Source: an optimization exercise on an open RTL-to-GDS flow (aim: small area and a short achievable clock period). Production flows keep margins and buffers that such runs may drop.
Function was checked by simulation only, so behaviour that the tests miss may differ from the original.

Design module32, start of the top module:
module module32 (
  input clk,
  input [63:0] a,
  input [63:0] b,
  input [63:0] c,
  output [127:0] result);
  genvar gk, gj;
  wire [64:0] s;
  wire [65:0] t;
  wire [63:0] sa_x = a, sa_y = b;
  wire [63:0] sa_p0, sa_g0;
  generate for (gj = 0; gj < 64; gj = gj + 1) begin : sa_pg
    ha u_pg (.a(sa_x[gj]), .b(sa_y[gj]), .s(sa_p0[gj]), .co(sa_g0[gj]));
  end endgenerate
  wire sa_ng0, sa_np0; gpn u_sa0 (.gh(sa_g0[1]), .ph(sa_p0[1]), .gl(sa_g0[0]), .pl(sa_p0[0]), .g(sa_ng0), .p(sa_np0));
  wire sa_ng1, sa_np1; gpn u_sa1 (.gh(sa_g0[3]), .ph(sa_p0[3]), .gl(sa_g0[2]), .pl(sa_p0[2]), .g(sa_ng1), .p(sa_np1));
  wire sa_ng2, sa_np2; gpn u_sa2 (.gh(sa_g0[5]), .ph(sa_p0[5]), .gl(sa_g0[4]), .pl(sa_p0[4]), .g(sa_ng2), .p(sa_np2));
  wire sa_ng3, sa_np3; gpn u_sa3 (.gh(sa_g0[7]), .ph(sa_p0[7]), .gl(sa_g0[6]), .pl(sa_p0[6]), .g(sa_ng3), .p(sa_np3));
  wire sa_ng4, sa_np4; gpn u_sa4 (.gh(sa_g0[9]), .ph(sa_p0[9]), .gl(sa_g0[8]), .pl(sa_p0[8]), .g(sa_ng4), .p(sa_np4));
  wire sa_ng5, sa_np5; gpn u_sa5 (.gh(sa_g0[11]), .ph(sa_p0[11]), .gl(sa_g0[10]), .pl(sa_p0[10]), .g(sa_ng5), .p(sa_np5));
  wire sa_ng6, sa_np6; gpn u_sa6 (.gh(sa_g0[13]), .ph(sa_p0[13]), .gl(sa_g0[12]), .pl(sa_p0[12]), .g(sa_ng6), .p(sa_np6));
  wire sa_ng7, sa_np7; gpn u_sa7 (.gh(sa_g0[15]), .ph(sa_p0[15]), .gl(sa_g0[14]), .pl(sa_p0[14]), .g(sa_ng7), .p(sa_np7));
  wire sa_ng8, sa_np8; gpn u_sa8 (.gh(sa_g0[17]), .ph(sa_p0[17]), .gl(sa_g0[16]), .pl(sa_p0[16]), .g(sa_ng8), .p(sa_np8));
  wire sa_ng9, sa_np9; gpn u_sa9 (.gh(sa_g0[19]), .ph(sa_p0[19]), .gl(sa_g0[18]), .pl(sa_p0[18]), .g(sa_ng9), .p(sa_np9));
  wire sa_ng10, sa_np10; gpn u_sa10 (.gh(sa_g0[21]), .ph(sa_p0[21]), .gl(sa_g0[20]), .pl(sa_p0[20]), .g(sa_ng10), .p(sa_np10));
  wire sa_ng11, sa_np11; gpn u_sa11 (.gh(sa_g0[23]), .ph(sa_p0[23]), .gl(sa_g0[22]), .pl(sa_p0[22]), .g(sa_ng11), .p(sa_np11));
  wire sa_ng12, sa_np12; gpn u_sa12 (.gh(sa_g0[25]), .ph(sa_p0[25]), .gl(sa_g0[24]), .pl(sa_p0[24]), .g(sa_ng12), .p(sa_np12));
  ...
For scale: roughly 11000 cells after synthesis, roughly 320 I/O pins, ~110000 sq um of cells after synthesis.
clock: 13.0 ns
lec_check: 0
cap_margin: 20
cell_pad_in_sites_detail_placement: 1
cell_pad_in_sites_global_placement: 1
core_margin: 2
core_utilization: 35
place_density: 0.5
slew_margin: 20
synth_hierarchical: 1
tns_end_percent: 0
standard.sh (not shown) runs the stock make flow with config.mk's settings and CLKGATE_MAP_FILE= SYNTH_SCRIPT=/design/flow/synth_recipe.tcl, a recipe that flattens the netlist after the stock synthesis.
==> flow/flow/run.sh <==
#!/bin/bash
set -euo pipefail
MARGIN=$(cat flow/margin.txt)
bash standard.sh SETUP_SLACK_MARGIN="$MARGIN" REMOVE_ABC_BUFFERS=1 \
  BUFFER_PORTS_ARGS="-buffer_cell sky130_fd_sc_hd__buf_2" finish > flow_make.log 2>&1
==> flow/flow/margin.txt <==
8
The starting point completed without violations.
Edit:
--- a/flow/config.mk
+++ b/flow/config.mk
@@ -9,2 +8,0 @@
-export CELL_PAD_IN_SITES_DETAIL_PLACEMENT = 1
-export CELL_PAD_IN_SITES_GLOBAL_PLACEMENT = 1
@@ -12,2 +10,2 @@
-export CORE_UTILIZATION = 35
-export PLACE_DENSITY = 0.5
+export CORE_UTILIZATION = 30
+export PLACE_DENSITY = 0.4
=>
- synthesized cell count is unchanged
- register-to-register slack improved by 0.24 ns
- design area increases by 4.8%
- non-clock buffer count grows by 126
- worst setup slack gains 0.24 ns

========
Setup of run C:
Another version of the RTL of module32 (not shown whole).
Size: about 10,000 cells after synthesis, roughly 0.11 mm^2 of cells after synthesis.
export LEC_CHECK = 0
export CAP_MARGIN = 20
export CELL_PAD_IN_SITES_DETAIL_PLACEMENT = 1
export CELL_PAD_IN_SITES_GLOBAL_PLACEMENT = 1
export CORE_MARGIN = 2
export CORE_UTILIZATION = 35
export PLACE_DENSITY = 0.5
export SLEW_MARGIN = 20
export SYNTH_HIERARCHICAL = 1
export TNS_END_PERCENT = 0
create_clock -name core_clock -period 13.0 [get_ports {clk}]
Scripts as last shown in full above: flow/flow/run.sh, flow/flow/margin.txt
Run C completed; timing, DRC and antenna clean
Edits applied to the flow inputs when going from run C to run G:
- a change of PLACE_DENSITY from 0.5 to 0.4
- a deleted CELL_PAD_IN_SITES_DETAIL_PLACEMENT that had been 1
- a deleted CELL_PAD_IN_SITES_GLOBAL_PLACEMENT that had been 1
- a change of CORE_UTILIZATION from 35 to 30
==> flow/flow/run.sh <==
#!/bin/bash
# Own layout flow: the standard ORFS flow (its standard synthesis unchanged), with
#  - port buffers made of buf_2 cells instead of the delay-buffer cell buffer_ports picks;
#  - the buffers ABC inserted removed at floorplan (placement repair re-buffers as needed);
#  - after floorplan, logic gates the synthesis upsized set back to drive 1
#    (flow/downsize.tcl); timing repair then upsizes only what the worst paths need.
# Everything else (power grid, placement, CTS, routing) is the standard flow.
# make's output goes to flow_make_*.log, the resizing step's to flow_downsize.log;
# each ORFS tool's own log is under orfs/logs/.
set -euo pipefail
MARGIN=$(cat flow/margin.txt)
ARGS=(SETUP_SLACK_MARGIN="$MARGIN" REMOVE_ABC_BUFFERS=1
      BUFFER_PORTS_ARGS="-buffer_cell sky130_fd_sc_hd__buf_2")
bash standard.sh "${ARGS[@]}" floorplan > flow_make_floorplan.log 2>&1
RESULTS="$PWD/orfs/results/$FLOW_PLATFORM/module32/base" \
  openroad -no_init -exit flow/downsize.tcl > flow_downsize.log 2>&1
bash standard.sh "${ARGS[@]}" finish > flow_make_finish.log 2>&1
==> flow/flow/downsize.tcl (new file) <==
# Set the synthesis's upsized logic gates (drive 2 or 4) back to drive 1 in the floorplan,
# before placement; ORFS's later timing repair upsizes again only what the worst paths need.
read_db $::env(RESULTS)/2_floorplan.odb
read_liberty $::env(FLOW_HOME)/platforms/sky130hd/lib/sky130_fd_sc_hd__tt_025C_1v80.lib
report_design_area
set n 0
foreach inst [[ord::get_db_block] getInsts] {
  set m [[$inst getMaster] getName]
  if {[regexp {^sky130_fd_sc_hd__(a221oi|a21oi|o21ai|a22o|a22oi|xnor2|xor2|nand2|nor2)_(2|4)$} $m -> base sz]} {
    replace_cell [$inst getName] sky130_fd_sc_hd__${base}_1
    incr n
  }
}
puts "downsized $n instances"
report_design_area
write_db $::env(RESULTS)/2_floorplan.odb
Run G vs run C: proportion of layout cells with a drive suffix above 1 down
The layout-stage area growth over the synthesis result in run G was lower than what run C gave.
Share of cell area taken by flip-flops and latches (lower): run C
Multi-input gate share of the layout cell area delta for run G relative to run C: 2.4 points lower
Run G vs. run C: final cell count rose by 5.1%; horizontal extent of the die increased by about 8% relative to the old numbers; wire length on met2 moved down.
Against run C, run G reports a met2 layer usage reported by global route that is lower.
Diff run C -> run G | core utilization | decrease of 7.1 points
Looking only at cell area, and setting everything else aside, the higher value of run C and run G goes to run C.
[run G] minimum period implied by the final worst setup slack fell 0.040 ns relative to run C

## port drivers added, routing unchanged
In the flow no input, the clock included, has a driving cell. The finished layouts below were timed again as built, in two steps.
Step 1, drivers: a clkbuf_16 drives clk and a buf_2 each remaining input, both assumed.
Step 2 times the ports against the registers' clock, not the clock port: input delays grow and output delays shrink by t, the midpoint of the rising clock arrivals with the driver on.
Three values: ideal ports, drivers, drivers and shift; two values: the first two.
run | t (ns) | setup slack, ns | clock arrival spread, ns | slew at the worst register clock pin (ns) | worst slew at a driven data input, ns
the first run of note 1 | 0.936 | 7.264 / 7.264 / 6.826 | 0.079 / 0.079 | 0.07 / 0.07 | 0.05
the second run of note 1 | 0.968 | 7.500 / 7.485 / 6.980 | 0.108 / 0.108 | 0.09 / 0.09 | 0.13
run C | 0.935 | 7.250 / 7.222 / 6.800 | 0.094 / 0.094 | 0.08 / 0.08 | 0.05
run G | 0.858 | 7.290 / 7.290 / 6.951 | 0.084 / 0.084 | 0.10 / 0.10 | 0.12
After both steps setup and hold are still met in every run listed. The setup slack of the second run of note 1, which loses most, moves by -0.015 ns with the drivers and by -0.520 ns with both steps.
